Source: an optimization exercise on an open RTL-to-GDS flow (aim: small area). Production flows keep margins and buffers that such runs may drop. Function was checked by simulation only, so behaviour that the tests miss may differ from the original. No activity file was given, so power comes from the tool's default toggle rates.

[flow/config.mk]
export PLATFORM = sky130hd
export DESIGN_NAME = Median_Finder_9inputs_8bits
export DESIGN_NICKNAME = Median_Finder_9inputs_8bits
export VERILOG_FILES = /design/flow/design.v
export SDC_FILE = /design/flow/constraint.sdc
export NUM_CORES = 4
export LEC_CHECK = 0
export ABC_AREA = 1
export CAP_MARGIN = 20
export CORE_MARGIN = 2
export CORE_UTILIZATION = 40
export CTS_BUF_LIST = sky130_fd_sc_hd__clkbuf_8
export GPL_TIMING_DRIVEN = 0
export SLEW_MARGIN = 20
[flow/constraint.sdc]
create_clock -name core_clock -period 2.5 [get_ports {clk}]
set_input_delay 0.5000 -clock core_clock [delete_from_list [all_inputs] [get_ports {clk}]]
set_output_delay 0.5000 -clock core_clock [all_outputs]
set_load 0.01 [all_outputs]
[flow/design.v]
module Median_Finder_9inputs_8bits(
    output wire [7:0] median_pixel,
    output wire       out_valid,
    input  wire [7:0] pixel0, pixel1, pixel2,
    input  wire [7:0] pixel3, pixel4, pixel5,
    input  wire [7:0] pixel6, pixel7, pixel8,
    input  wire       in_valid,
    input  wire       rst,
    input  wire       clk
);
    reg [3:0] valid_q;
    always @(posedge clk) begin
        if (rst) valid_q <= 4'b0;
        else     valid_q <= {valid_q[2:0], in_valid};
    end
    assign out_valid = valid_q[3];
    wire [7:0] x0_0 = pixel0, x0_1 = pixel1, x0_2 = pixel2;
    wire [7:0] x0_3 = pixel3, x0_4 = pixel4, x0_5 = pixel5;
    wire [7:0] x0_6 = pixel6, x0_7 = pixel7, x0_8 = pixel8;
    wire [7:0] m;    
    wire e7_0 = x0_0[7];
    wire e7_1 = x0_1[7];
    wire e7_2 = x0_2[7];
    wire e7_3 = x0_3[7];
    wire e7_4 = x0_4[7];
    wire e7_5 = x0_5[7];
    wire e7_6 = x0_6[7];
    wire e7_7 = x0_7[7];
    wire e7_8 = x0_8[7];
    assign m[7] = maj9({e7_8, e7_7, e7_6, e7_5, e7_4, e7_3, e7_2, e7_1, e7_0});
    wire g7_0 = 1'b0, l7_0 = 1'b0;
    wire g7_1 = 1'b0, l7_1 = 1'b0;
    wire g7_2 = 1'b0, l7_2 = 1'b0;
    wire g7_3 = 1'b0, l7_3 = 1'b0;
    wire g7_4 = 1'b0, l7_4 = 1'b0;
    wire g7_5 = 1'b0, l7_5 = 1'b0;
    wire g7_6 = 1'b0, l7_6 = 1'b0;
    wire g7_7 = 1'b0, l7_7 = 1'b0;
    wire g7_8 = 1'b0, l7_8 = 1'b0;
    wire P6_0 = g7_0 | (x0_0[6] & e7_0);
    wire Q6_0 = e7_0 | (x0_0[6] & ~l7_0);
    wire e6_0 = m[7] ? P6_0 : Q6_0;
    wire P6_1 = g7_1 | (x0_1[6] & e7_1);
    wire Q6_1 = e7_1 | (x0_1[6] & ~l7_1);
    wire e6_1 = m[7] ? P6_1 : Q6_1;
    wire P6_2 = g7_2 | (x0_2[6] & e7_2);
    wire Q6_2 = e7_2 | (x0_2[6] & ~l7_2);
    wire e6_2 = m[7] ? P6_2 : Q6_2;
    wire P6_3 = g7_3 | (x0_3[6] & e7_3);
    wire Q6_3 = e7_3 | (x0_3[6] & ~l7_3);
    wire e6_3 = m[7] ? P6_3 : Q6_3;
    wire P6_4 = g7_4 | (x0_4[6] & e7_4);
    wire Q6_4 = e7_4 | (x0_4[6] & ~l7_4);
    wire e6_4 = m[7] ? P6_4 : Q6_4;
    wire P6_5 = g7_5 | (x0_5[6] & e7_5);
    wire Q6_5 = e7_5 | (x0_5[6] & ~l7_5);
    wire e6_5 = m[7] ? P6_5 : Q6_5;
    wire P6_6 = g7_6 | (x0_6[6] & e7_6);
    wire Q6_6 = e7_6 | (x0_6[6] & ~l7_6);
    wire e6_6 = m[7] ? P6_6 : Q6_6;
    wire P6_7 = g7_7 | (x0_7[6] & e7_7);
    wire Q6_7 = e7_7 | (x0_7[6] & ~l7_7);
    wire e6_7 = m[7] ? P6_7 : Q6_7;
    wire P6_8 = g7_8 | (x0_8[6] & e7_8);
    wire Q6_8 = e7_8 | (x0_8[6] & ~l7_8);
    wire e6_8 = m[7] ? P6_8 : Q6_8;
    wire majP6 = maj9({P6_8, P6_7, P6_6, P6_5, P6_4, P6_3, P6_2, P6_1, P6_0});
    wire majQ6 = maj9({Q6_8, Q6_7, Q6_6, Q6_5, Q6_4, Q6_3, Q6_2, Q6_1, Q6_0});
    assign m[6] = m[7] ? majP6 : majQ6;
    wire g6_0 = m[7] ? g7_0 : e7_0;
    wire l6_0 = m[7] ? (l7_0 | ~e7_0) : l7_0;
    wire g6_1 = m[7] ? g7_1 : e7_1;
    wire l6_1 = m[7] ? (l7_1 | ~e7_1) : l7_1;
    wire g6_2 = m[7] ? g7_2 : e7_2;
    wire l6_2 = m[7] ? (l7_2 | ~e7_2) : l7_2;
    wire g6_3 = m[7] ? g7_3 : e7_3;
    wire l6_3 = m[7] ? (l7_3 | ~e7_3) : l7_3;
    wire g6_4 = m[7] ? g7_4 : e7_4;
    wire l6_4 = m[7] ? (l7_4 | ~e7_4) : l7_4;
    wire g6_5 = m[7] ? g7_5 : e7_5;
    wire l6_5 = m[7] ? (l7_5 | ~e7_5) : l7_5;
    wire g6_6 = m[7] ? g7_6 : e7_6;
    wire l6_6 = m[7] ? (l7_6 | ~e7_6) : l7_6;
    wire g6_7 = m[7] ? g7_7 : e7_7;
    wire l6_7 = m[7] ? (l7_7 | ~e7_7) : l7_7;
    wire g6_8 = m[7] ? g7_8 : e7_8;
    wire l6_8 = m[7] ? (l7_8 | ~e7_8) : l7_8;
    wire gf0_0 = g6_0 | (e6_0 & ~m[6]);
    wire lf0_0 = l6_0 | (~e6_0 & m[6]);
    wire gf0_1 = g6_1 | (e6_1 & ~m[6]);
    wire lf0_1 = l6_1 | (~e6_1 & m[6]);
    wire gf0_2 = g6_2 | (e6_2 & ~m[6]);
    wire lf0_2 = l6_2 | (~e6_2 & m[6]);
    wire gf0_3 = g6_3 | (e6_3 & ~m[6]);
    wire lf0_3 = l6_3 | (~e6_3 & m[6]);
    wire gf0_4 = g6_4 | (e6_4 & ~m[6]);
    wire lf0_4 = l6_4 | (~e6_4 & m[6]);
    wire gf0_5 = g6_5 | (e6_5 & ~m[6]);
    wire lf0_5 = l6_5 | (~e6_5 & m[6]);
    wire gf0_6 = g6_6 | (e6_6 & ~m[6]);
    wire lf0_6 = l6_6 | (~e6_6 & m[6]);
    wire gf0_7 = g6_7 | (e6_7 & ~m[6]);
    wire lf0_7 = l6_7 | (~e6_7 & m[6]);
    wire gf0_8 = g6_8 | (e6_8 & ~m[6]);
    wire lf0_8 = l6_8 | (~e6_8 & m[6]);
    reg [5:0] xr1_0, xr1_1, xr1_2, xr1_3, xr1_4, xr1_5, xr1_6, xr1_7, xr1_8;
    wire [5:0] x1_0 = ~xr1_0;
    wire [5:0] x1_1 = ~xr1_1;
    wire [5:0] x1_2 = ~xr1_2;
    wire [5:0] x1_3 = ~xr1_3;
    wire [5:0] x1_4 = ~xr1_4;
    wire [5:0] x1_5 = ~xr1_5;
    wire [5:0] x1_6 = ~xr1_6;
    wire [5:0] x1_7 = ~xr1_7;
    wire [5:0] x1_8 = ~xr1_8;
    reg [7:6] mr0;
    always @(posedge clk) begin
        xr1_0 <= ~(({6{gf0_0}} | x0_0[5:0]) & ~{6{lf0_0}});
        xr1_1 <= ~(({6{gf0_1}} | x0_1[5:0]) & ~{6{lf0_1}});
        xr1_2 <= ~(({6{gf0_2}} | x0_2[5:0]) & ~{6{lf0_2}});
        xr1_3 <= ~(({6{gf0_3}} | x0_3[5:0]) & ~{6{lf0_3}});
        xr1_4 <= ~(({6{gf0_4}} | x0_4[5:0]) & ~{6{lf0_4}});
        xr1_5 <= ~(({6{gf0_5}} | x0_5[5:0]) & ~{6{lf0_5}});
        xr1_6 <= ~(({6{gf0_6}} | x0_6[5:0]) & ~{6{lf0_6}});
        xr1_7 <= ~(({6{gf0_7}} | x0_7[5:0]) & ~{6{lf0_7}});
        xr1_8 <= ~(({6{gf0_8}} | x0_8[5:0]) & ~{6{lf0_8}});
        mr0 <= m[7:6];
    end
    wire e5_0 = x1_0[5];
    wire e5_1 = x1_1[5];
    wire e5_2 = x1_2[5];
    wire e5_3 = x1_3[5];
    wire e5_4 = x1_4[5];
    wire e5_5 = x1_5[5];
    wire e5_6 = x1_6[5];
    wire e5_7 = x1_7[5];
    wire e5_8 = x1_8[5];
    assign m[5] = maj9({e5_8, e5_7, e5_6, e5_5, e5_4, e5_3, e5_2, e5_1, e5_0});
    wire g5_0 = 1'b0, l5_0 = 1'b0;
    wire g5_1 = 1'b0, l5_1 = 1'b0;
    wire g5_2 = 1'b0, l5_2 = 1'b0;
    wire g5_3 = 1'b0, l5_3 = 1'b0;
    wire g5_4 = 1'b0, l5_4 = 1'b0;
    wire g5_5 = 1'b0, l5_5 = 1'b0;
    wire g5_6 = 1'b0, l5_6 = 1'b0;
    wire g5_7 = 1'b0, l5_7 = 1'b0;
    wire g5_8 = 1'b0, l5_8 = 1'b0;
    wire P4_0 = g5_0 | (x1_0[4] & e5_0);
    wire Q4_0 = e5_0 | (x1_0[4] & ~l5_0);
    wire e4_0 = m[5] ? P4_0 : Q4_0;
    wire P4_1 = g5_1 | (x1_1[4] & e5_1);
    wire Q4_1 = e5_1 | (x1_1[4] & ~l5_1);
    wire e4_1 = m[5] ? P4_1 : Q4_1;
    wire P4_2 = g5_2 | (x1_2[4] & e5_2);
    wire Q4_2 = e5_2 | (x1_2[4] & ~l5_2);
    wire e4_2 = m[5] ? P4_2 : Q4_2;
    wire P4_3 = g5_3 | (x1_3[4] & e5_3);
    wire Q4_3 = e5_3 | (x1_3[4] & ~l5_3);
    wire e4_3 = m[5] ? P4_3 : Q4_3;
    wire P4_4 = g5_4 | (x1_4[4] & e5_4);
    wire Q4_4 = e5_4 | (x1_4[4] & ~l5_4);
    wire e4_4 = m[5] ? P4_4 : Q4_4;
    wire P4_5 = g5_5 | (x1_5[4] & e5_5);
    wire Q4_5 = e5_5 | (x1_5[4] & ~l5_5);
    wire e4_5 = m[5] ? P4_5 : Q4_5;
    wire P4_6 = g5_6 | (x1_6[4] & e5_6);
    wire Q4_6 = e5_6 | (x1_6[4] & ~l5_6);
    wire e4_6 = m[5] ? P4_6 : Q4_6;
    wire P4_7 = g5_7 | (x1_7[4] & e5_7);
    wire Q4_7 = e5_7 | (x1_7[4] & ~l5_7);
    wire e4_7 = m[5] ? P4_7 : Q4_7;
    wire P4_8 = g5_8 | (x1_8[4] & e5_8);
    wire Q4_8 = e5_8 | (x1_8[4] & ~l5_8);
    wire e4_8 = m[5] ? P4_8 : Q4_8;
    wire majP4 = maj9({P4_8, P4_7, P4_6, P4_5, P4_4, P4_3, P4_2, P4_1, P4_0});
    wire majQ4 = maj9({Q4_8, Q4_7, Q4_6, Q4_5, Q4_4, Q4_3, Q4_2, Q4_1, Q4_0});
    assign m[4] = m[5] ? majP4 : majQ4;
    wire g4_0 = m[5] ? g5_0 : e5_0;
    wire l4_0 = m[5] ? (l5_0 | ~e5_0) : l5_0;
    wire g4_1 = m[5] ? g5_1 : e5_1;
    wire l4_1 = m[5] ? (l5_1 | ~e5_1) : l5_1;
    wire g4_2 = m[5] ? g5_2 : e5_2;
    wire l4_2 = m[5] ? (l5_2 | ~e5_2) : l5_2;
    wire g4_3 = m[5] ? g5_3 : e5_3;
    wire l4_3 = m[5] ? (l5_3 | ~e5_3) : l5_3;
    wire g4_4 = m[5] ? g5_4 : e5_4;
    wire l4_4 = m[5] ? (l5_4 | ~e5_4) : l5_4;
    wire g4_5 = m[5] ? g5_5 : e5_5;
    wire l4_5 = m[5] ? (l5_5 | ~e5_5) : l5_5;
    wire g4_6 = m[5] ? g5_6 : e5_6;
    wire l4_6 = m[5] ? (l5_6 | ~e5_6) : l5_6;
    wire g4_7 = m[5] ? g5_7 : e5_7;
    wire l4_7 = m[5] ? (l5_7 | ~e5_7) : l5_7;
    wire g4_8 = m[5] ? g5_8 : e5_8;
    wire l4_8 = m[5] ? (l5_8 | ~e5_8) : l5_8;
    wire gf1_0 = g4_0 | (e4_0 & ~m[4]);
    wire lf1_0 = l4_0 | (~e4_0 & m[4]);
    wire gf1_1 = g4_1 | (e4_1 & ~m[4]);
    wire lf1_1 = l4_1 | (~e4_1 & m[4]);
    wire gf1_2 = g4_2 | (e4_2 & ~m[4]);
    wire lf1_2 = l4_2 | (~e4_2 & m[4]);
    wire gf1_3 = g4_3 | (e4_3 & ~m[4]);
    wire lf1_3 = l4_3 | (~e4_3 & m[4]);
    wire gf1_4 = g4_4 | (e4_4 & ~m[4]);
    wire lf1_4 = l4_4 | (~e4_4 & m[4]);
    wire gf1_5 = g4_5 | (e4_5 & ~m[4]);
    wire lf1_5 = l4_5 | (~e4_5 & m[4]);
    wire gf1_6 = g4_6 | (e4_6 & ~m[4]);
    wire lf1_6 = l4_6 | (~e4_6 & m[4]);
    wire gf1_7 = g4_7 | (e4_7 & ~m[4]);
    wire lf1_7 = l4_7 | (~e4_7 & m[4]);
    wire gf1_8 = g4_8 | (e4_8 & ~m[4]);
    wire lf1_8 = l4_8 | (~e4_8 & m[4]);
    reg [3:0] xr2_0, xr2_1, xr2_2, xr2_3, xr2_4, xr2_5, xr2_6, xr2_7, xr2_8;
    wire [3:0] x2_0 = xr2_0;
    wire [3:0] x2_1 = xr2_1;
    wire [3:0] x2_2 = xr2_2;
    wire [3:0] x2_3 = xr2_3;
    wire [3:0] x2_4 = xr2_4;
    wire [3:0] x2_5 = xr2_5;
    wire [3:0] x2_6 = xr2_6;
    wire [3:0] x2_7 = xr2_7;
    wire [3:0] x2_8 = xr2_8;
    reg [7:4] mr1;
    always @(posedge clk) begin
        xr2_0 <= (({4{gf1_0}} | x1_0[3:0]) & ~{4{lf1_0}});
        xr2_1 <= (({4{gf1_1}} | x1_1[3:0]) & ~{4{lf1_1}});
        xr2_2 <= (({4{gf1_2}} | x1_2[3:0]) & ~{4{lf1_2}});
        xr2_3 <= (({4{gf1_3}} | x1_3[3:0]) & ~{4{lf1_3}});
        xr2_4 <= (({4{gf1_4}} | x1_4[3:0]) & ~{4{lf1_4}});
        xr2_5 <= (({4{gf1_5}} | x1_5[3:0]) & ~{4{lf1_5}});
        xr2_6 <= (({4{gf1_6}} | x1_6[3:0]) & ~{4{lf1_6}});
        xr2_7 <= (({4{gf1_7}} | x1_7[3:0]) & ~{4{lf1_7}});
        xr2_8 <= (({4{gf1_8}} | x1_8[3:0]) & ~{4{lf1_8}});
        mr1 <= {mr0, m[5:4]};
    end
    wire e3_0 = x2_0[3];
    wire e3_1 = x2_1[3];
    wire e3_2 = x2_2[3];
    wire e3_3 = x2_3[3];
    wire e3_4 = x2_4[3];
    wire e3_5 = x2_5[3];
    wire e3_6 = x2_6[3];
    wire e3_7 = x2_7[3];
    wire e3_8 = x2_8[3];
    assign m[3] = maj9({e3_8, e3_7, e3_6, e3_5, e3_4, e3_3, e3_2, e3_1, e3_0});
    wire g3_0 = 1'b0, l3_0 = 1'b0;
    wire g3_1 = 1'b0, l3_1 = 1'b0;
    wire g3_2 = 1'b0, l3_2 = 1'b0;
    wire g3_3 = 1'b0, l3_3 = 1'b0;
    wire g3_4 = 1'b0, l3_4 = 1'b0;
    wire g3_5 = 1'b0, l3_5 = 1'b0;
    wire g3_6 = 1'b0, l3_6 = 1'b0;
    wire g3_7 = 1'b0, l3_7 = 1'b0;
    wire g3_8 = 1'b0, l3_8 = 1'b0;
    wire P2_0 = g3_0 | (x2_0[2] & e3_0);
    wire Q2_0 = e3_0 | (x2_0[2] & ~l3_0);
    wire e2_0 = m[3] ? P2_0 : Q2_0;
    wire P2_1 = g3_1 | (x2_1[2] & e3_1);
    wire Q2_1 = e3_1 | (x2_1[2] & ~l3_1);
    wire e2_1 = m[3] ? P2_1 : Q2_1;
    wire P2_2 = g3_2 | (x2_2[2] & e3_2);
    wire Q2_2 = e3_2 | (x2_2[2] & ~l3_2);
    wire e2_2 = m[3] ? P2_2 : Q2_2;
    wire P2_3 = g3_3 | (x2_3[2] & e3_3);
    wire Q2_3 = e3_3 | (x2_3[2] & ~l3_3);
    wire e2_3 = m[3] ? P2_3 : Q2_3;
    wire P2_4 = g3_4 | (x2_4[2] & e3_4);
    wire Q2_4 = e3_4 | (x2_4[2] & ~l3_4);
    wire e2_4 = m[3] ? P2_4 : Q2_4;
    wire P2_5 = g3_5 | (x2_5[2] & e3_5);
    wire Q2_5 = e3_5 | (x2_5[2] & ~l3_5);
    wire e2_5 = m[3] ? P2_5 : Q2_5;
    wire P2_6 = g3_6 | (x2_6[2] & e3_6);
    wire Q2_6 = e3_6 | (x2_6[2] & ~l3_6);
    wire e2_6 = m[3] ? P2_6 : Q2_6;
    wire P2_7 = g3_7 | (x2_7[2] & e3_7);
    wire Q2_7 = e3_7 | (x2_7[2] & ~l3_7);
    wire e2_7 = m[3] ? P2_7 : Q2_7;
    wire P2_8 = g3_8 | (x2_8[2] & e3_8);
    wire Q2_8 = e3_8 | (x2_8[2] & ~l3_8);
    wire e2_8 = m[3] ? P2_8 : Q2_8;
    wire majP2 = maj9({P2_8, P2_7, P2_6, P2_5, P2_4, P2_3, P2_2, P2_1, P2_0});
    wire majQ2 = maj9({Q2_8, Q2_7, Q2_6, Q2_5, Q2_4, Q2_3, Q2_2, Q2_1, Q2_0});
    assign m[2] = m[3] ? majP2 : majQ2;
    wire g2_0 = m[3] ? g3_0 : e3_0;
    wire l2_0 = m[3] ? (l3_0 | ~e3_0) : l3_0;
    wire g2_1 = m[3] ? g3_1 : e3_1;
    wire l2_1 = m[3] ? (l3_1 | ~e3_1) : l3_1;
    wire g2_2 = m[3] ? g3_2 : e3_2;
    wire l2_2 = m[3] ? (l3_2 | ~e3_2) : l3_2;
    wire g2_3 = m[3] ? g3_3 : e3_3;
    wire l2_3 = m[3] ? (l3_3 | ~e3_3) : l3_3;
    wire g2_4 = m[3] ? g3_4 : e3_4;
    wire l2_4 = m[3] ? (l3_4 | ~e3_4) : l3_4;
    wire g2_5 = m[3] ? g3_5 : e3_5;
    wire l2_5 = m[3] ? (l3_5 | ~e3_5) : l3_5;
    wire g2_6 = m[3] ? g3_6 : e3_6;
    wire l2_6 = m[3] ? (l3_6 | ~e3_6) : l3_6;
    wire g2_7 = m[3] ? g3_7 : e3_7;
    wire l2_7 = m[3] ? (l3_7 | ~e3_7) : l3_7;
    wire g2_8 = m[3] ? g3_8 : e3_8;
    wire l2_8 = m[3] ? (l3_8 | ~e3_8) : l3_8;
    wire gf2_0 = g2_0 | (e2_0 & ~m[2]);
    wire lf2_0 = l2_0 | (~e2_0 & m[2]);
    wire gf2_1 = g2_1 | (e2_1 & ~m[2]);
    wire lf2_1 = l2_1 | (~e2_1 & m[2]);
    wire gf2_2 = g2_2 | (e2_2 & ~m[2]);
    wire lf2_2 = l2_2 | (~e2_2 & m[2]);
    wire gf2_3 = g2_3 | (e2_3 & ~m[2]);
    wire lf2_3 = l2_3 | (~e2_3 & m[2]);
    wire gf2_4 = g2_4 | (e2_4 & ~m[2]);
    wire lf2_4 = l2_4 | (~e2_4 & m[2]);
    wire gf2_5 = g2_5 | (e2_5 & ~m[2]);
    wire lf2_5 = l2_5 | (~e2_5 & m[2]);
    wire gf2_6 = g2_6 | (e2_6 & ~m[2]);
    wire lf2_6 = l2_6 | (~e2_6 & m[2]);
    wire gf2_7 = g2_7 | (e2_7 & ~m[2]);
    wire lf2_7 = l2_7 | (~e2_7 & m[2]);
    wire gf2_8 = g2_8 | (e2_8 & ~m[2]);
    wire lf2_8 = l2_8 | (~e2_8 & m[2]);
    reg [1:0] xr3_0, xr3_1, xr3_2, xr3_3, xr3_4, xr3_5, xr3_6, xr3_7, xr3_8;
    wire [1:0] x3_0 = ~xr3_0;
    wire [1:0] x3_1 = ~xr3_1;
    wire [1:0] x3_2 = ~xr3_2;
    wire [1:0] x3_3 = ~xr3_3;
    wire [1:0] x3_4 = ~xr3_4;
    wire [1:0] x3_5 = ~xr3_5;
    wire [1:0] x3_6 = ~xr3_6;
    wire [1:0] x3_7 = ~xr3_7;
    wire [1:0] x3_8 = ~xr3_8;
    reg [7:2] mr2;
    always @(posedge clk) begin
        xr3_0 <= ~(({2{gf2_0}} | x2_0[1:0]) & ~{2{lf2_0}});
        xr3_1 <= ~(({2{gf2_1}} | x2_1[1:0]) & ~{2{lf2_1}});
        xr3_2 <= ~(({2{gf2_2}} | x2_2[1:0]) & ~{2{lf2_2}});
        xr3_3 <= ~(({2{gf2_3}} | x2_3[1:0]) & ~{2{lf2_3}});
        xr3_4 <= ~(({2{gf2_4}} | x2_4[1:0]) & ~{2{lf2_4}});
        xr3_5 <= ~(({2{gf2_5}} | x2_5[1:0]) & ~{2{lf2_5}});
        xr3_6 <= ~(({2{gf2_6}} | x2_6[1:0]) & ~{2{lf2_6}});
        xr3_7 <= ~(({2{gf2_7}} | x2_7[1:0]) & ~{2{lf2_7}});
        xr3_8 <= ~(({2{gf2_8}} | x2_8[1:0]) & ~{2{lf2_8}});
        mr2 <= {mr1, m[3:2]};
    end
    wire e1_0 = x3_0[1];
    wire e1_1 = x3_1[1];
    wire e1_2 = x3_2[1];
    wire e1_3 = x3_3[1];
    wire e1_4 = x3_4[1];
    wire e1_5 = x3_5[1];
    wire e1_6 = x3_6[1];
    wire e1_7 = x3_7[1];
    wire e1_8 = x3_8[1];
    assign m[1] = maj9({e1_8, e1_7, e1_6, e1_5, e1_4, e1_3, e1_2, e1_1, e1_0});
    wire g1_0 = 1'b0, l1_0 = 1'b0;
    wire g1_1 = 1'b0, l1_1 = 1'b0;
    wire g1_2 = 1'b0, l1_2 = 1'b0;
    wire g1_3 = 1'b0, l1_3 = 1'b0;
    wire g1_4 = 1'b0, l1_4 = 1'b0;
    wire g1_5 = 1'b0, l1_5 = 1'b0;
    wire g1_6 = 1'b0, l1_6 = 1'b0;
    wire g1_7 = 1'b0, l1_7 = 1'b0;
    wire g1_8 = 1'b0, l1_8 = 1'b0;
    wire P0_0 = g1_0 | (x3_0[0] & e1_0);
    wire Q0_0 = e1_0 | (x3_0[0] & ~l1_0);
    wire e0_0 = m[1] ? P0_0 : Q0_0;
    wire P0_1 = g1_1 | (x3_1[0] & e1_1);
    wire Q0_1 = e1_1 | (x3_1[0] & ~l1_1);
    wire e0_1 = m[1] ? P0_1 : Q0_1;
    wire P0_2 = g1_2 | (x3_2[0] & e1_2);
    wire Q0_2 = e1_2 | (x3_2[0] & ~l1_2);
    wire e0_2 = m[1] ? P0_2 : Q0_2;
    wire P0_3 = g1_3 | (x3_3[0] & e1_3);
    wire Q0_3 = e1_3 | (x3_3[0] & ~l1_3);
    wire e0_3 = m[1] ? P0_3 : Q0_3;
    wire P0_4 = g1_4 | (x3_4[0] & e1_4);
    wire Q0_4 = e1_4 | (x3_4[0] & ~l1_4);
    wire e0_4 = m[1] ? P0_4 : Q0_4;
    wire P0_5 = g1_5 | (x3_5[0] & e1_5);
    wire Q0_5 = e1_5 | (x3_5[0] & ~l1_5);
    wire e0_5 = m[1] ? P0_5 : Q0_5;
    wire P0_6 = g1_6 | (x3_6[0] & e1_6);
    wire Q0_6 = e1_6 | (x3_6[0] & ~l1_6);
    wire e0_6 = m[1] ? P0_6 : Q0_6;
    wire P0_7 = g1_7 | (x3_7[0] & e1_7);
    wire Q0_7 = e1_7 | (x3_7[0] & ~l1_7);
    wire e0_7 = m[1] ? P0_7 : Q0_7;
    wire P0_8 = g1_8 | (x3_8[0] & e1_8);
    wire Q0_8 = e1_8 | (x3_8[0] & ~l1_8);
    wire e0_8 = m[1] ? P0_8 : Q0_8;
    wire majP0 = maj9({P0_8, P0_7, P0_6, P0_5, P0_4, P0_3, P0_2, P0_1, P0_0});
    wire majQ0 = maj9({Q0_8, Q0_7, Q0_6, Q0_5, Q0_4, Q0_3, Q0_2, Q0_1, Q0_0});
    assign m[0] = m[1] ? majP0 : majQ0;
    wire g0_0 = m[1] ? g1_0 : e1_0;
    wire l0_0 = m[1] ? (l1_0 | ~e1_0) : l1_0;
    wire g0_1 = m[1] ? g1_1 : e1_1;
    wire l0_1 = m[1] ? (l1_1 | ~e1_1) : l1_1;
    wire g0_2 = m[1] ? g1_2 : e1_2;
    wire l0_2 = m[1] ? (l1_2 | ~e1_2) : l1_2;
    wire g0_3 = m[1] ? g1_3 : e1_3;
    wire l0_3 = m[1] ? (l1_3 | ~e1_3) : l1_3;
    wire g0_4 = m[1] ? g1_4 : e1_4;
    wire l0_4 = m[1] ? (l1_4 | ~e1_4) : l1_4;
    wire g0_5 = m[1] ? g1_5 : e1_5;
    wire l0_5 = m[1] ? (l1_5 | ~e1_5) : l1_5;
    wire g0_6 = m[1] ? g1_6 : e1_6;
    wire l0_6 = m[1] ? (l1_6 | ~e1_6) : l1_6;
    wire g0_7 = m[1] ? g1_7 : e1_7;
    wire l0_7 = m[1] ? (l1_7 | ~e1_7) : l1_7;
    wire g0_8 = m[1] ? g1_8 : e1_8;
    wire l0_8 = m[1] ? (l1_8 | ~e1_8) : l1_8;
    wire gf3_0 = g0_0 | (e0_0 & ~m[0]);
    wire lf3_0 = l0_0 | (~e0_0 & m[0]);
    wire gf3_1 = g0_1 | (e0_1 & ~m[0]);
    wire lf3_1 = l0_1 | (~e0_1 & m[0]);
    wire gf3_2 = g0_2 | (e0_2 & ~m[0]);
    wire lf3_2 = l0_2 | (~e0_2 & m[0]);
    wire gf3_3 = g0_3 | (e0_3 & ~m[0]);
    wire lf3_3 = l0_3 | (~e0_3 & m[0]);
    wire gf3_4 = g0_4 | (e0_4 & ~m[0]);
    wire lf3_4 = l0_4 | (~e0_4 & m[0]);
    wire gf3_5 = g0_5 | (e0_5 & ~m[0]);
    wire lf3_5 = l0_5 | (~e0_5 & m[0]);
    wire gf3_6 = g0_6 | (e0_6 & ~m[0]);
    wire lf3_6 = l0_6 | (~e0_6 & m[0]);
    wire gf3_7 = g0_7 | (e0_7 & ~m[0]);
    wire lf3_7 = l0_7 | (~e0_7 & m[0]);
    wire gf3_8 = g0_8 | (e0_8 & ~m[0]);
    wire lf3_8 = l0_8 | (~e0_8 & m[0]);
    reg [7:0] mr3;
    always @(posedge clk) begin
        mr3 <= {mr2, m[1:0]};
    end
    assign median_pixel = mr3;
    function maj9(input [8:0] v);
        begin
            maj9 = maj3((&v[2:0]) | (&v[5:3]) | (&v[8:6]),
                        (|v[2:0]) & (|v[5:3]) & (|v[8:6]),
                        maj3(maj3(v[0], v[1], v[2]), maj3(v[3], v[4], v[5]),
                             maj3(v[6], v[7], v[8])));
        end
    endfunction
    function maj3(input a, input b, input c);
        maj3 = (a & b) | (b & c) | (a & c);
    endfunction
endmodule
[flow/flow/run.sh]
#!/bin/bash
# Own layout flow: the standard flow, with two changes:
#  - synthesis maps the logic with the ABC script in flow/abc.script (an
#    area-oriented mapping) instead of ORFS's; the rest of the standard
#    synthesis (synth_recipe.tcl) is unchanged, so registers keep their names;
#  - port buffers are plain buffers (flow/ports.txt names the cell) instead
#    of the default delay cell.
# Each tool's output goes to a log file in the folder this runs in.
set -euo pipefail
W=$PWD
F=$W/flow
sed 's|log_cmd abc {\*}\$abc_args|log_cmd abc {*}[lreplace $abc_args 1 1 '"$F"'/abc.script]|' \
    "$FLOW_HOME/scripts/synth.tcl" > "$W/own_synth_core.tcl"
grep -q "$F/abc.script" "$W/own_synth_core.tcl"
sed "s|source \$::env(SCRIPTS_DIR)/synth.tcl|source $W/own_synth_core.tcl|" \
    "$W/synth_recipe.tcl" > "$W/own_synth.tcl"
grep -q "own_synth_core.tcl" "$W/own_synth.tcl"
bash "$W/standard.sh" "SYNTH_SCRIPT=$W/own_synth.tcl" synth > "$W/own_synth.log" 2>&1
EXTRA=()
while read -r line; do
    [[ -z "$line" || "$line" == \#* ]] || EXTRA+=("$line")
done < "$F/make_vars.txt"
bash "$W/standard.sh" "${EXTRA[@]}" finish > "$W/own_layout.log" 2>&1
[flow/flow/abc.script]
strash
dch
map -D 2000
topo
stime -c
buffer -c
upsize -D 2000 -c
dnsize -D 2000 -c
[flow/flow/make_vars.txt]
# extra make variables for the layout, one per line
BUFFER_PORTS_ARGS=-buffer_cell sky130_fd_sc_hd__buf_2
[flow/standard.sh]
#!/bin/bash
# synth_recipe.tcl (not shown) runs the flow's synth.tcl, then flattens the netlist and writes it again
# the make line also repeats each setting of config.mk as NAME=value (left out here)
make -C /OpenROAD-flow-scripts/flow DESIGN_CONFIG=/design/flow/config.mk WORK_HOME=/design/flow/orfs CLKGATE_MAP_FILE= SYNTH_SCRIPT=/design/flow/synth_recipe.tcl "${@:-finish}"
==> results of run 1 <==
[area by class of cell]
type	instances	area [sq um]	area share, %
well taps	176	220	3.19
flip-flops and latches	132	2650	38.4
inverters	108	408	5.91
repair buffers	87	445	6.46
clock buffers	18	248	3.59
multi-input cells	486	2690	39.0
clock inverters	14	188	2.72
plain buffers	9	55.1	0.798
[worst max-delay path, stage by stage, from the launching register on]
cell      delay, ns
dfxtp_1        0.34
inv_1          0.16
nor2_1         0.11
a221oi_2       0.30
o221ai_1       0.18
nand2_2        0.18
inv_1          0.09
o21ai_0        0.07
nand2_1        0.15
inv_4          0.17
buf_6          0.23
o22ai_4        0.11
a21oi_1        0.20
[timing repair]
item | CTS | global route
endpoints found under the setup margin | 89 | 108
pin swaps | 1 | 4
resized for setup | 15 | 53
setup buffers | 0 | 4
[worst max-delay path by stage]
stage,end,slack [ns]
2_1_floorplan,xr1_3[0],0.26
3_3_place_gp,xr1_4[2],-0.64
3_5_place_dp,xr1_4[0],-0.67
4_1_cts,xr1_8[1],-0.11
5_1_grt,xr1_1[1],-0.04
6_report,xr2_0[1],0.12
[placed cells by master (no fill, tap or decap), types with 5 or more instances in the layout]
master | netlist | final
a21oi_1 | 70 | 66
a221oi_1 | 10 | 8
a22oi_1 | 26 | 13
a22oi_2 | 0 | 13
buf_2 | 3 | 85
clkbuf_8 | 0 | 18
dfxtp_1 | 132 | 129
inv_1 | 107 | 107
inv_6 | 0 | 6
maj3_1 | 12 | 12
nand2_1 | 63 | 62
nand3_1 | 11 | 9
nor2_1 | 125 | 124
nor3_1 | 6 | 5
o21ai_0 | 112 | 107
o21ai_1 | 0 | 5
o221ai_1 | 5 | 5
o22ai_1 | 31 | 21
o22ai_4 | 0 | 6
[state kept, by name, summed over array words and instances, names as in the netlist, 6 cells and up]
signal / flops
xr1_8: 6
xr1_7: 6
mr2: 6
xr1_0: 6
xr1_1: 6
xr1_3: 6
xr1_4: 6
xr1_2: 6
xr1_6: 6
xr1_5: 6
mr3: 8
[layer usage]
| layer | wire (um) | global-route usage, % |
|---|---|---|
| met1 | 6320 | 22.8 |
| met2 | 7420 | 37.9 |
| met3 | 506 | 4.12 |
| met4 | 388 | 7.97 |
| met5 | 0 | 0 |
[power breakdown]
part	switching (mW)	internal [mW]	leakage, nW
registers	0.440	2.98	1.11
logic	3.18	1.87	1.75
clock network	0.883	1.04	0.218
[through the flow]
stage	hold WS, ns	cells	setup TNS (ns)
finish	0.242	1030	0
global route	0.237	1030	-0.196
CTS	0.235	1026	-1.49
detailed placement	0.312	994	-33.96
global placement	0.311	994	-28.99
floorplan	0.310	735	0
[logic make-up (layout without fill, tap and decap cells)]
group           after synthesis  in the layout  share of synthesized area, %
simple gates                211            211                          15.0
compound gates              263            263                          27.2
flops                       132            132                          47.7
buf+inv                     117            236                          8.00
fa+ha+maj                    12             12                          2.17
==> summary.md, run 1 <==
| Metric | Value |
|---|---|
| Final #Nets | 916 |
| Antenna-violating nets left | 0 |
| Top cells by count, synth | 132 x dfxtp_1, 125 x nor2_1, 112 x o21ai_0, 107 x inv_1, 70 x a21oi_1 |
| Peak Freq | 0.420 GHz |
| Mean Syn Cell Area | 7.54 sq um |
| Clk pin slew, worst setup/hold paths | 0.08 ns |
| Die Span Y | 122 um |
| Dpl ws | -0.670 ns |
| Die Width | 122 um |
| Cell taking the most area after synthesis | dfxtp_1 |
| Synth area leaders | dfxtp_1 48%, o21ai_0 10%, nor2_1 8.5% |
| Num CTS Buffers | 17 |
| PD cells | 1510 mW/mm^2 |
| Max-slew headroom | 57.4% |
| Synthesized Nets | 810 |
| Drt total wl | 14600 um |
| DRT iter0 DRCs | 407 |
| Initial antenna violation count | 0 |
| Core Region | 0.0134 sq mm |
| Final hold vios | 0 |
| Max-slew violations | 0 |
| Largest net degree at the start of global routing | 17 |
| Fraction of layout cells with a size suffix above 1 | 19.6% |
| Tcrit/Tclk final | 95.2% |
| Worst r2r path cells | 12 |
| GRT overflow | 0 |
| Core Util, Final | 51.5% |
| Vias in the first global route | 5192 |
| Tmin final | 2.38 ns |
| # setup viols final | 0 |
| Placement Cell Area | 0.00617 sq mm |
| FFs w/ async S/R, synth | 0% |
| Number of port buffers | 83 |
| Design area | 0.00690 sq mm |
| Syn Inst Count | 735 |
| Crit path capture type | register |
| Most common cell in the netlist | dfxtp_1 |
| RSZ-0062 raised after global routing | true |
| Post-DP HPWL | 11700 um |
| Crit-path max FO | 10 |
| Hold EP | xr1_0[1] |
| DR pass1 iterations | 5 |
| Setup ws final | 0.120 ns |
| Hold-fix buffers at CTS | 0 |
| Syn-to-layout area delta | 24.6% |
| Clk buf depth | 2 |
| Register area share after synthesis | 47.7% |
| Max_cap viols | 0 |
| Distinct cells, synth | 27 |
| DR vias | 5340 |
| Worst hold path type | input pin to register |
| CP Data Arrival Time | 2.73 ns |
| Top-area cell type share of the netlist area | 47.7% |
| Htree depth | 4 |
| Ys Warns | 1 |
| Reg2Reg Setup Slack | 0.12 ns |
| Routed len/inst | 14.2 um |
| Cell area after synthesis | 0.00554 sq mm |
| Avg Vias per Cell | 5.18 |
| Number of synthesized flops with an enable pin | 0 |
| Crit path launch | xr1_3[5] |
| Clock Skew | 0.0110 ns |
| GPL Wtd Cong | 0.925 |
| R2r startpoint | xr1_3[5] |
| Clk Latency, worst-skew pair | 0.44 ns |
| CP Data Required Time | 2.85 ns |
| Maximum vdd ir drop | 498 uV |
| GRT Total Usage | 20.4% |
| DRC viols | 0 |
| N_diodes | 0 |
| Root Buffer | clkbuf_8 |
| Clk sinks | 132 |
| Leakage power | 3.08 nW |
| Row count | 42 |
| CTS tree | done |
| FF+latch count, synth | 132 |
| WHS Path Cells | 2 |
| Die area | 0.0148 sq mm |
| Starting density of the core | 41.3% |
| Status | timing/DRC/antenna clean |
| Setup CP Type | register to register |
| I/O pins | 84 |
| Layout fillers | 1318 |
| Slew @ Worst Pin | 0.632 ns |
| Total power | 10.4 mW |
| Worst setup SP type | register |
| Hold Crit Start | pixel0[1] |
| Capturing point of the worst reg2reg path | xr2_0[1] |
| Synth Flop Type | dfxtp_1 |
| First-pass GRT wire length | 23600 um |
==> run 2: changes to the inputs <==
==> flow/flow/make_vars.txt (replaced) <==
# extra make variables for the layout, one per line
BUFFER_PORTS_ARGS=-buffer_cell sky130_fd_sc_hd__buf_1
==> run 2 against run 1 <==
  * Routed wire length grew 3.0%
  * Flip-flop and latch count is the same
  * Global-route usage increased by 0.77 points
  * Power is 2.2% lower
  * Utilization fell by 1.4 points
  * Die area stayed put
  * Register-to-register slack improved by 0.04 ns
  * Non-clock buffer count decreased by 1
  * Largest cell class unchanged
  * Highest routed layer unchanged
==> summary.md, run 2 <==
| Metric | Value |
|---|---|
| Status | timing/DRC/antenna clean (unchanged) |
| FF+latch count, synth | 132 (unchanged) |
| Leading cell type in the layout, fill and taps excluded | dfxtp_1 (unchanged) |
| Register area share after synthesis | 47.7% (unchanged) |
| # setup viols final | 0 (unchanged) |
| Crit-path max FO | 10 (unchanged) |
| Tmin final | 2.36 ns (was 2.38 ns) |
| Ys Warns | 1 (unchanged) |
| Reg2Reg Setup Slack | 0.16 ns (was 0.12 ns) |
| CP dominant cell by count | clkbuf_2 (was inv_1) |
| Leakage power | 2.82 nW (was 3.08 nW) |
| Routed len/inst | 14.7 um (was 14.2 um) |
| Worst path depth | 10 (was 12) |
| GRT overflow | 0 (unchanged) |
| Tcrit/Tclk final | 94.2% (was 95.2%) |
| N_diodes | 0 (unchanged) |
| Clk buf depth | 2 (unchanged) |
| Synth Flop Type | dfxtp_1 (unchanged) |
| Slew @ Worst Pin | 0.599 ns (was 0.632 ns) |
| Clk sinks | 132 (unchanged) |
| Placement Cell Area | 0.00607 sq mm (was 0.00617 sq mm) |
| Top cells by count, synth | 132 x dfxtp_1, 125 x nor2_1, 112 x o21ai_0, 107 x inv_1, 70 x a21oi_1 (unchanged) |
| Cell taking the most area after synthesis | dfxtp_1 (unchanged) |
| CP Data Arrival Time | 2.67 ns (was 2.73 ns) |
| Distinct cells, synth | 27 (unchanged) |
| Core Region | 0.0134 sq mm (unchanged) |
| WHS Path Cells | 3 (was 2) |
| Fraction of layout cells with a size suffix above 1 | 9.51% (was 19.6%) |
| Top-area cell type share of the netlist area | 47.7% (unchanged) |
| Post-DP HPWL | 11700 um (about the same) |
| Most common cell in the netlist | dfxtp_1 (unchanged) |
| Max reg flops | 8 (unchanged) |
| Max-slew violations | 0 (unchanged) |
| Num CTS Buffers | 17 (unchanged) |
| Largest net degree at the start of global routing | 17 (unchanged) |
| Synth area leaders | dfxtp_1 48%, o21ai_0 10%, nor2_1 8.5% (unchanged) |
| Worst setup SP type | input pin (was register) |
| Setup CP Type | input pin to register (was register to register) |
| Final hold vios | 0 (unchanged) |
| Root Buffer | clkbuf_8 (unchanged) |
| Cell area after synthesis | 0.00554 sq mm (unchanged) |
| Number of port buffers | 83 (unchanged) |
| CP Data Required Time | 2.81 ns (was 2.85 ns) |
| Crit-path cells | buf_1, nor2_1, a21oi_1, maj3_1, nand2_1, nand3_2, clkbuf_2, clkbuf_2, a22oi_2, o21ai_0 (was inv_1, nor2_1, a221oi_2, o221ai_1, nand2_2, inv_1, o21ai_0, nand2_1, inv_4, buf_6, o22ai_4, a21oi_1) |
| I/O pins | 84 (unchanged) |
| DRT iter0 DRCs | 373 (was 407) |
| Antenna-violating nets left | 0 (unchanged) |
| PD cells | 1520 mW/mm^2 (was 1510 mW/mm^2) |
| Die area | 0.0148 sq mm (unchanged) |
| Row count | 42 (unchanged) |
| Starting density of the core | 41.3% (unchanged) |
| Mean Syn Cell Area | 7.54 sq um (unchanged) |
| DR vias | 5404 (was 5340) |
| Htree depth | 4 (unchanged) |
| Placed Cells incl. Taps | 994 (unchanged) |
| CP peak stage delay | 0.40 ns (was 0.34 ns) |
| Total power | 10.2 mW (was 10.4 mW) |
| CTS tree | done (unchanged) |
| Clock Skew | 0.0113 ns (was 0.0110 ns) |
| Crit-path slowest cell | a22oi_2 (was dfxtp_1) |
| Crit path capture type | register (unchanged) |
| Setup ws final | 0.144 ns (was 0.120 ns) |
| DR pass1 iterations | 5 (unchanged) |
| Peak Freq | 0.424 GHz (was 0.420 GHz) |
| Initial antenna violation count | 0 (unchanged) |
| Clk pin slew, worst setup/hold paths | 0.07 ns (was 0.08 ns) |
| Setup_tns | 0 ns (unchanged) |
| Max_cap viols | 0 (unchanged) |
| Synthesized Nets | 810 (unchanged) |
| Non-Filler Instances | 1028 (was 1030) |
| GPL Wtd Cong | 0.928 (was 0.925) |
| Max-slew headroom | 59.6% (was 57.4%) |
| FFs w/ async S/R, synth | 0% (unchanged) |
| R2r startpoint | xr2_1[3] (was xr1_3[5]) |
| Syn Inst Count | 735 (unchanged) |
| Avg Vias per Cell | 5.26 (was 5.18) |
| Syn-to-layout area delta | 21.2% (was 24.6%) |
| GRT Total Usage | 21.2% (was 20.4%) |
| DRC viols | 0 (unchanged) |
| Final #Nets | 915 (was 916) |
| Design area | 0.00671 sq mm (was 0.00690 sq mm) |
| Worst Path Buf+Inv | 3 (was 4) |
| Clk Latency, worst-skew pair | 0.45 ns (was 0.44 ns) |
| Die Width | 122 um (unchanged) |
| Drt total wl | 15100 um (was 14600 um) |
| Die Span Y | 122 um (unchanged) |
| Crit path launch | pixel1[7] (was xr1_3[5]) |
| Hold Crit Start | in_valid (was pixel0[1]) |
| CP delay by family, top | buffers and inverters (was compound AO/OA/AOI/OAI gates) |
| Worst hold path type | input pin to register (unchanged) |
| Maximum vdd ir drop | 604 uV (was 498 uV) |
| Worst r2r path cells | 11 (was 12) |
| Vias in the first global route | 5327 (was 5192) |
| Commonest cells after routing, fill and taps aside | 131 x dfxtp_1, 124 x nor2_1, 107 x inv_1, 104 x o21ai_0, 83 x buf_1 (was 129 x dfxtp_1, 124 x nor2_1, 107 x inv_1, 107 x o21ai_0, 85 x buf_2) |
| Number of synthesized flops with an enable pin | 0 (unchanged) |
| Biggest register | mr3 (unchanged) |
| Dpl ws | -0.655 ns (was -0.670 ns) |
| First-pass GRT wire length | 24400 um (was 23600 um) |
[run 2: cell count changes in the layout (fill, tap and decap cells not counted), moves of 2 or more]
cell,delta
clkinv_2,+3
clkbuf_2,+2
inv_6,-2
o22ai_2,+4
buf_1,+83
dfxtp_2,-2
o21ai_1,+3
o21ai_0,-3
o22ai_4,-4
dfxtp_1,+2
buf_2,-85
[run 2: power breakdown]
group          internal, mW  switching [mW]  total (mW)
registers              2.98           0.441        3.42
clock network         0.894           0.864        1.76
logic                  1.80            3.19        4.99
total                  5.68            4.49        10.2
[run 2: final timing paths]
kind | end
setup / recovery | xr1_8[3]
hold / removal | valid_q[0]
setup reg to reg | xr3_8[1]
hold reg to reg | mr3[4]
[run 2: area by class of cell]
cell class	count	area, sq um
plain buffers	9	58.8
flip-flops and latches	132	2640
clock buffers	17	234
well taps	176	220
multi-input cells	486	2660
repair buffers	86	334
inverters	108	408
fillers	1320	6690
clock inverters	14	154
[run 2: kinds of logic after synthesis]
group / count (synthesis) / share of synthesized area, %
fa+ha+maj: 12 / 2.17
compound gates: 263 / 27.2
simple gates: 211 / 15.0
flops: 132 / 47.7
buf+inv: 117 / 8.00
[run 2: tightest hold or removal path, stage by stage]
cell,delay (ns)
buf_1,0.07
inv_1,0.04
nor2_1,0.03
[run 2: what timing repair did]
item	in CTS	in global routing
setup buffers	0	3
pin swaps	0	3
endpoints found under the hold margin	0	0
resized for setup	17	51
endpoints found under the setup margin	91	108
hold buffers	0	0
[run 2: per-layer routing]
metal | up-vias | GRT usage, % | routed length [um]
li1 | 2723 | - | -
met1 | 2492 | 24.0 | 6340
met2 | 159 | 38.2 | 7610
met3 | 30 | 4.63 | 743
met4 | 0 | 9.12 | 382
met5 | - | 0 | 0
[run 2: stage by stage]
stage / hold slack, ns / utilization, %
2_1_floorplan: 0.310 / -
3_3_place_gp: 0.310 / 45.3
3_5_place_dp: 0.312 / 45.3
4_1_cts: 0.218 / 48.9
5_1_grt: 0.222 / 50.1
6_report: 0.236 / 50.1
==> run 3: changes to the inputs <==
--- a/flow/config.mk
+++ b/flow/config.mk
@@ -8,7 +8,7 @@
 export ABC_AREA = 1
 export CAP_MARGIN = 20
 export CORE_MARGIN = 2
-export CORE_UTILIZATION = 40
+export CORE_UTILIZATION = 60
 export CTS_BUF_LIST = sky130_fd_sc_hd__clkbuf_8
 export GPL_TIMING_DRIVEN = 0
 export SLEW_MARGIN = 20
==> run 3 against run 2 <==
  * Utilization up 23 points
  * Die area fell by 32%
  * Register-to-register slack worse by 0.07 ns
  * Clock-buffer cell count is the same
  * Critical path depth is 2 higher
  * Worst hold slack improved by 0.0040 ns
  * Critical endpoint is now xr2_8[2]
  * Highest routed layer unchanged
==> summary.md, run 3 <==
| Metric | Value |
|---|---|
| Drt total wl | 14700 um (was 15100 um) |
| Tmin final | 2.41 ns (was 2.36 ns) |
| FF+latch count, synth | 132 (unchanged) |
| Clk sinks | 132 (unchanged) |
| Crit-path cells | nand2_1, inv_1, nor2_2, o21bai_1, maj3_1, a221oi_1, o21ai_0, nand2_1, inv_4, buf_4, a22oi_2, a21oi_1 (was buf_1, nor2_1, a21oi_1, maj3_1, nand2_1, nand3_2, clkbuf_2, clkbuf_2, a22oi_2, o21ai_0) |
| Antenna-violating nets left | 0 (unchanged) |
| CP dominant cell by count | nand2_1 (was clkbuf_2) |
| Non-Filler Instances | 965 (was 1028) |
| Layout fillers | 756 (was 1320) |
| Leading cell type in the layout, fill and taps excluded | dfxtp_1 (unchanged) |
| Post-DP HPWL | 11200 um (was 11700 um) |
| Row count | 35 (was 42) |
| Adder-cell share of the synthesized area | 2.17% (unchanged) |
| Root Buffer | clkbuf_8 (unchanged) |
| Top-area cell type share of the netlist area | 47.7% (unchanged) |
| PD cells | 1540 mW/mm^2 (was 1520 mW/mm^2) |
| Switching share of power | 45.2% (was 44.2%) |
| Placed Cells incl. Taps | 929 (was 994) |
| Crit path capture type | register (unchanged) |
| Max reg flops | 8 (unchanged) |
| Number of port buffers | 83 (unchanged) |
| Die area | 0.0100 sq mm (was 0.0148 sq mm) |
| Met1 WL | 6170 um (was 6340 um) |
| Clk pwr share | 16.7% (was 17.3%) |
| Slew @ Worst Pin | 0.489 ns (was 0.599 ns) |
| Clk Latency, worst-skew pair | 0.43 ns (was 0.45 ns) |
| Setup ws final | 0.0861 ns (was 0.144 ns) |
| Crit-path slowest cell | maj3_1 (was a22oi_2) |
| Setup_tns | 0 ns (unchanged) |
| Initial antenna violation count | 0 (unchanged) |
| Routed len/inst | 15.3 um (was 14.7 um) |
| Biggest register | mr3 (unchanged) |
| DR pass1 iterations | 5 (unchanged) |
| Max_cap viols | 0 (unchanged) |
| Distinct cells, synth | 27 (unchanged) |
| Post-synthesis xor/xnor area fraction | 0% (unchanged) |
| Cell Int Power | 5.60 mW (was 5.68 mW) |
| Worst Path Buf+Inv | 3 (unchanged) |
| Crit-path max FO | 10 (unchanged) |
| WHS Path Cells | 3 (unchanged) |
| Die Width | 100 um (was 122 um) |
| Final #Nets | 917 (was 915) |
| Clk pin slew, worst setup/hold paths | 0.08 ns (was 0.07 ns) |
| Post-synthesis compound-gate area fraction | 27.2% (unchanged) |
| Worst r2r path cells | 12 (was 11) |
| Hold-fix buffers at CTS | 0 (unchanged) |
| DR vias | 5537 (was 5404) |
| Max-slew headroom | 67.0% (was 59.6%) |
| Mean Syn Cell Area | 7.54 sq um (unchanged) |
| CP Data Arrival Time | 2.71 ns (was 2.67 ns) |
| Maximum vdd ir drop | 833 uV (was 604 uV) |
| Fraction of layout cells with a size suffix above 1 | 10.2% (was 9.51%) |
| CP peak stage delay | 0.37 ns (was 0.40 ns) |
| Synth Flop Type | dfxtp_1 (unchanged) |
| Die Span Y | 100 um (was 122 um) |
| Worst path depth | 12 (was 10) |
| Top cells by count, synth | 132 x dfxtp_1, 125 x nor2_1, 112 x o21ai_0, 107 x inv_1, 70 x a21oi_1 (unchanged) |
| Cell area after synthesis | 0.00554 sq mm (unchanged) |
| DRT iter0 DRCs | 310 (was 373) |
| Htree depth | 4 (unchanged) |
| Design area | 0.00661 sq mm (was 0.00671 sq mm) |
| GPL Wtd Cong | 0.959 (was 0.928) |
| Most common cell in the netlist | dfxtp_1 (unchanged) |
| Starting density of the core | 60.8% (was 41.3%) |
| Peak Freq | 0.414 GHz (was 0.424 GHz) |
| FFs w/ async S/R, synth | 0% (unchanged) |
| Main combinational cell family by area after synthesis | compound AO/OA/AOI/OAI gates (unchanged) |
| Placement Cell Area | 0.00599 sq mm (was 0.00607 sq mm) |
| Commonest cells after routing, fill and taps aside | 127 x dfxtp_1, 122 x nor2_1, 106 x inv_1, 96 x o21ai_0, 82 x buf_1 (was 131 x dfxtp_1, 124 x nor2_1, 107 x inv_1, 104 x o21ai_0, 83 x buf_1) |
| Met3 routed WL | 894 um (was 743 um) |
| Number of synthesized flops with an enable pin | 0 (unchanged) |
| Num CTS Buffers | 17 (unchanged) |
| Synth area leaders | dfxtp_1 48%, o21ai_0 10%, nor2_1 8.5% (unchanged) |
| Ys Warns | 1 (unchanged) |
| CP Data Required Time | 2.79 ns (was 2.81 ns) |
| Max-slew violations | 0 (unchanged) |
| Synthesized Nets | 810 (unchanged) |
| Core Region | 0.00911 sq mm (was 0.0134 sq mm) |
| First-pass GRT wire length | 23600 um (was 24400 um) |
| GRT overflow | 0 (unchanged) |
| Syn-to-layout area delta | 19.4% (was 21.2%) |
| Psw | 4.61 mW (was 4.49 mW) |
| # setup viols final | 0 (unchanged) |
| Worst hold path type | input pin to register (unchanged) |
| Leakage power | 2.82 nW (about the same) |
| I/O pins | 84 (unchanged) |
| Worst setup SP type | register (was input pin) |
| Dpl ws | -0.420 ns (was -0.655 ns) |
| Max layer used | met4 (unchanged) |
| Status | timing/DRC/antenna clean (unchanged) |
| Setup CP Type | register to register (was input pin to register) |
| CTS tree | done (unchanged) |
| Met2 wire len | 7480 um (was 7610 um) |
| GRT Total Usage | 29.9% (was 21.2%) |
| Sequential share of power | 33.6% (was 33.7%) |
| Clock Skew | 0.0136 ns (was 0.0113 ns) |
| Post-synthesis simple-gate area fraction | 15.0% (unchanged) |
| CP delay by family, top | compound AO/OA/AOI/OAI gates (was buffers and inverters) |
| Final hold vios | 0 (unchanged) |
| Mux contribution to synthesized area | 0% (unchanged) |
| DRC viols | 0 (unchanged) |
| Largest net degree at the start of global routing | 17 (unchanged) |
| Cell taking the most area after synthesis | dfxtp_1 (unchanged) |
| Avg Vias per Cell | 5.74 (was 5.26) |
| Syn Inst Count | 735 (unchanged) |
| Register area share after synthesis | 47.7% (unchanged) |
| N_diodes | 0 (unchanged) |
| Vias in the first global route | 5286 (was 5327) |
| Tcrit/Tclk final | 96.6% (was 94.2%) |
| Combinational fraction of design power | 49.7% (was 49.1%) |
| Clk buf depth | 2 (unchanged) |
==> run 3: cell types whose count changed in the layout (fill, tap and decap cells not counted), moves of 4 or more <==
cell / change
a22oi_1: +6
a22oi_2: -6
buf_4: +4
dfxtp_1: -4
dfxtp_2: +4
o21ai_0: -8
o21ai_1: +7
o22ai_2: +5
==> run 3: final timing paths <==
| kind | start | endpoint | slack [ns] |
|---|---|---|---|
| worst min register to register | mr2[4] | mr3[4] | 0.33 |
| worst min-delay path | in_valid | valid_q[0] | 0.24 |
| worst max-delay path | xr1_7[5] | xr2_8[2] | 0.09 |
| worst max register to register | xr1_7[5] | xr2_8[2] | 0.09 |
==> run 3: repair_timing <==
item / in CTS / in global routing
pin swaps: 0 / 7
hold endpoints to repair: 0 / 0
buffers inserted: 0 / 5
setup endpoints to repair: 55 / 108
resized for setup: 14 / 67
==> run 3: metrics by stage <==
stage / utilization, % / hold slack [ns] / total power, mW
detailed placement: 65.8 / 0.313 / 7.87
finish: 72.6 / 0.240 / 10.2
global route: 72.6 / 0.230 / 11.0
CTS: 70.6 / 0.230 / 9.73
global placement: 65.8 / 0.310 / 7.63
floorplan: - / 0.310 / 6.58
==> run 3: layout make-up <==
type                       instances  area, sq um  area share (%)
inverter                         108          408            6.17
sequential                       132         2650            40.0
timing repair buffer              88          350            5.30
tap                              111          139            2.10
clock inverter                    14          143            2.16
clock buffer                      17          234            3.54
buffer                             9         55.1           0.832
multi-input combinational        486         2640            39.9
==> run 3: tightest hold or removal path, cell delays in order <==
cell and delay (ns):
buf_1 0.07, inv_1 0.04, nor2_1 0.03
==> run 3: metal layers <==
metal	vias up	global-route usage, %
li1	2736	-
met5	-	0
met1	2530	34.8
met4	0	11.0
met2	240	53.7
met3	31	6.96
==> run 3: kinds of logic (layout without fill, tap and decap cells) <==
kind of cell               Yosys count  after routing
buffers and inverters              117            236
AOI/OAI and AO/OA                  263            263
and+or+nand+nor                    211            211
DFF                                132            132
adders and majority gates           12             12
==> run 3: power groups by stage <==
stage | sequential [mW] | combinational, mW | clock, mW
after floorplan | 3.33 | 3.25 | 0
after global placement | 3.42 | 4.21 | 0
after detailed placement | 3.45 | 4.41 | 0
after CTS | 3.41 | 4.60 | 1.72
after global routing | 3.52 | 5.62 | 1.82
final | 3.43 | 5.08 | 1.70
==> run 4: changes to the inputs <==
==> flow/flow/make_vars.txt (replaced) <==
# extra make variables for the layout, one per line
BUFFER_PORTS_ARGS=-buffer_cell sky130_fd_sc_hd__buf_1
CTS_ARGS=-sink_clustering_enable -repair_clock_nets -buf_list sky130_fd_sc_hd__clkbuf_8 -dont_use_dummy_load
--- a/flow/config.mk
+++ b/flow/config.mk
@@ -8,7 +8,7 @@
 export ABC_AREA = 1
 export CAP_MARGIN = 20
 export CORE_MARGIN = 2
-export CORE_UTILIZATION = 60
+export CORE_UTILIZATION = 40
 export CTS_BUF_LIST = sky130_fd_sc_hd__clkbuf_8
 export GPL_TIMING_DRIVEN = 0
 export SLEW_MARGIN = 20
==> run 4 against run 3 <==
  * Highest routed layer unchanged
  * Synthesized cell count stayed put
  * Still clean on timing, DRC and antenna
  * Largest cell class is now multi-input combinational cells
  * Die area is 48% higher
  * Flip-flop and latch count stayed put
==> summary.md, run 4 <==
| Metric | Value |
|---|---|
| Status | timing/DRC/antenna clean (unchanged) |
| Top cells by count, synth | 132 x dfxtp_1, 125 x nor2_1, 112 x o21ai_0, 107 x inv_1, 70 x a21oi_1 (unchanged) |
| Crit path launch | pixel1[7] (was xr1_7[5]) |
| Synth Flop Type | dfxtp_1 (unchanged) |
| GRT overflow | 0 (unchanged) |
| Vias in the first global route | 5292 (was 5286) |
| Number of synthesized flops with an enable pin | 0 (unchanged) |
| RSZ-0062 raised after global routing | true |
| Final hold vios | 0 (unchanged) |
| DRC viols | 0 (unchanged) |
| DR pass1 iterations | 8 (was 5) |
| Clk buf depth | 2 (unchanged) |
| Slew @ Worst Pin | 0.562 ns (was 0.489 ns) |
| Setup CP Type | input pin to register (was register to register) |
| Row count | 42 (was 35) |
| Syn Inst Count | 735 (unchanged) |
| Max-slew violations | 0 (unchanged) |
| Antenna-violating nets left | 0 (unchanged) |
| Fraction of layout cells with a size suffix above 1 | 8.44% (was 10.2%) |
| Root Buffer | clkbuf_8 (unchanged) |
| PD cells | 1480 mW/mm^2 (was 1540 mW/mm^2) |
| Die Width | 122 um (was 100 um) |
| N_diodes | 0 (unchanged) |
| CTS tree | done (unchanged) |
| Max reg flops | 8 (unchanged) |
| Cell taking the most area after synthesis | dfxtp_1 (unchanged) |
| Htree depth | 4 (unchanged) |
| DRT iter0 DRCs | 384 (was 310) |
| Number of port buffers | 83 (unchanged) |
| Leading cell type in the layout, fill and taps excluded | dfxtp_1 (unchanged) |
| Worst hold path type | input pin to register (unchanged) |
| Drt total wl | 14800 um (was 14700 um) |
| Distinct cells, synth | 27 (unchanged) |
| Die Span Y | 122 um (was 100 um) |
| Tcrit/Tclk final | 95.5% (was 96.6%) |
| Core Region | 0.0134 sq mm (was 0.00911 sq mm) |
| Worst hold slack | 0.245 ns (was 0.240 ns) |
| Biggest register | mr3 (unchanged) |
| Clk sinks | 132 (unchanged) |
| Syn-to-layout area delta | 18.9% (was 19.4%) |
| Leakage power | 2.76 nW (was 2.82 nW) |
| Most common cell in the netlist | dfxtp_1 (unchanged) |
| Synthesized Nets | 810 (unchanged) |
| Commonest cells after routing, fill and taps aside | 131 x dfxtp_1, 123 x nor2_1, 106 x inv_1, 102 x o21ai_0, 83 x buf_1 (was 127 x dfxtp_1, 122 x nor2_1, 106 x inv_1, 96 x o21ai_0, 82 x buf_1) |
| Ys Warns | 1 (unchanged) |
| GRT Total Usage | 20.9% (was 29.9%) |
| Avg Vias per Cell | 5.33 (was 5.74) |
| Hold Crit Start | pixel3[5] (was in_valid) |
| Clock Skew | 0.0316 ns (was 0.0136 ns) |
| Crit path capture type | register (unchanged) |
| DR vias | 5418 (was 5537) |
| FFs w/ async S/R, synth | 0% (unchanged) |
| Starting density of the core | 41.3% (was 60.8%) |
| Post-DP HPWL | 11700 um (was 11200 um) |
| Max-slew headroom | 62.2% (was 67.0%) |
| Clk Latency, worst-skew pair | 0.43 ns (about the same) |
| GPL Wtd Cong | 0.928 (was 0.959) |
| Top-area cell type share of the netlist area | 47.7% (unchanged) |
| Clk pin slew, worst setup/hold paths | 0.08 ns (about the same) |
| WHS Path Cells | 2 (was 3) |
| R2r startpoint | xr2_1[3] (was xr1_7[5]) |
| FF+latch count, synth | 132 (unchanged) |
| CP Data Arrival Time | 2.68 ns (was 2.71 ns) |
| Initial antenna violation count | 0 (unchanged) |
| Routed len/inst | 14.6 um (was 15.3 um) |
| Crit-path max FO | 10 (unchanged) |
| Worst setup SP type | input pin (was register) |
| Num CTS Buffers | 17 (unchanged) |
| Max_cap viols | 0 (unchanged) |
| Total power | 9.72 mW (was 10.2 mW) |
| Register area share after synthesis | 47.7% (unchanged) |
| Peak Freq | 0.419 GHz (was 0.414 GHz) |
| Hold-fix buffers at CTS | 0 (unchanged) |
| I/O pins | 84 (unchanged) |
| Cell area after synthesis | 0.00554 sq mm (unchanged) |
| Worst r2r path cells | 11 (was 12) |
| Maximum vdd ir drop | 540 uV (was 833 uV) |
| Largest net degree at the start of global routing | 17 (unchanged) |
| Final #Nets | 918 (was 917) |
| Synth area leaders | dfxtp_1 48%, o21ai_0 10%, nor2_1 8.5% (unchanged) |
| Die area | 0.0148 sq mm (was 0.0100 sq mm) |
| Mean Syn Cell Area | 7.54 sq um (unchanged) |
| First-pass GRT wire length | 24100 um (was 23600 um) |
| CP Data Required Time | 2.79 ns (about the same) |
| Tmin final | 2.39 ns (was 2.41 ns) |
| # setup viols final | 0 (unchanged) |
==> run 4: changes by cell type in the layout (fill, tap and decap cells not counted), sizes merged <==
cell,change
buf,-2
bufinv,-1
clkbuf,+3
clkinvlp,-5
inv,-8
==> run 4: layer usage <==
layer / part of all wire [%] / GRT usage, % / vias up
li1: - / - / 2711
met1: 43 / 23.6 / 2508
met2: 51 / 37.7 / 164
met3: 4.2 / 3.93 / 35
met4: 2.8 / 10.2 / 0
met5: 0 / 0 / -
==> run 4: cells by family after synthesis <==
kind of cell	after synthesis	synth area share, %
adders and majority gates	12	2.17
DFF	132	47.7
buffers and inverters	117	8.00
and+or+nand+nor	211	15.0
AOI/OAI and AO/OA	263	27.2
==> run 4: layout make-up <==
class	count	area (sq um)
Buffer	9	58.8
Clock buffer	17	234
Timing Repair Buffer	89	357
Inverter	108	408
Fill cell	1340	6820
Multi-Input combinational cell	486	2660
Sequential cell	132	2640
Tap cell	176	220
==> run 4: path summary, 6_finish.rpt <==
path,endpoint,slack [ns]
hold / removal,xr1_3[5],0.25
setup / recovery,xr1_3[1],0.11
setup reg to reg,xr3_5[1],0.15
hold reg to reg,mr2[5],0.32
==> run 4: per-stage QoR <==
| stage | utilization, % | cells | area, sq um | setup TNS [ns] | setup slack [ns] |
|---|---|---|---|---|---|
| after floorplan | - | 735 | 5540 | 0 | 0.261 |
| after global placement | 45.3 | 994 | 6070 | -28.02 | -0.635 |
| after detailed placement | 45.3 | 994 | 6070 | -33.21 | -0.655 |
| after CTS | 47.8 | 1011 | 6400 | -0.0461 | -0.0108 |
| after global routing | 49.1 | 1017 | 6590 | -0.0492 | -0.0137 |
| final | 49.1 | 1017 | 6590 | 0 | 0.113 |
==> run 4: worst max-delay path, stage by stage <==
cell and delay (ns):
buf_1 0.11, nor2_1 0.25, a21oi_1 0.08, maj3_1 0.38, nand2_1 0.09, nand3_2 0.17, clkbuf_2 0.25, clkbuf_2 0.29
a22oi_2 0.38, o21ai_0 0.16
==> run 4: where the power goes <==
group / switching (mW) / internal (mW) / total [mW] / leakage, nW
sequential: 0.441 / 2.98 / 3.43 / 1.11
clock: 0.659 / 0.596 / 1.25 / 0.122
combinational: 3.20 / 1.85 / 5.04 / 1.53
total: 4.30 / 5.43 / 9.72 / 2.76
==> run 4: what timing repair did <==
action                     in CTS  in global routing
buffers inserted                0                  6
pin swaps                       1                  5
resized for setup              19                 53
setup endpoints to repair      92                108

-- what the ideal ports hide --
In the flow no input, the clock included, has a driving cell. The finished layouts below were timed again as built, in two steps. Step 1 sets driving cells, clkbuf_16 on the clock port and buf_2 on the other inputs (assumed; they add their load-dependent delay and slew). Step 2 moves the port delays by t, midway between the first and last clock arrival at a register: inputs arrive t later, outputs are due t later. That takes back most of the time a late clock gives input paths. a / b / c = no drivers / after step 1 / after step 2; a / b = the first two.
| run | t (ns) | setup slack, ns | worst hold slack (ns) |
|---|---|---|---|
| run 1 | 0.465 | 0.120 / 0.120 / -0.316 | 0.242 / 0.236 / 0.331 |
| run 2 | 0.475 | 0.144 / 0.156 / -0.320 | 0.236 / 0.222 / 0.330 |
| run 3 | 0.459 | 0.086 / 0.086 / -0.301 | 0.240 / 0.224 / 0.328 |
| run 4 | 0.457 | 0.113 / 0.125 / -0.332 | 0.245 / 0.233 / 0.324 |
Met with ideal ports but missed after step 2: setup timing in every run listed. For run 2, which loses most, drivers alone change the setup slack by +0.012 ns; drivers and shift together by -0.464 ns.
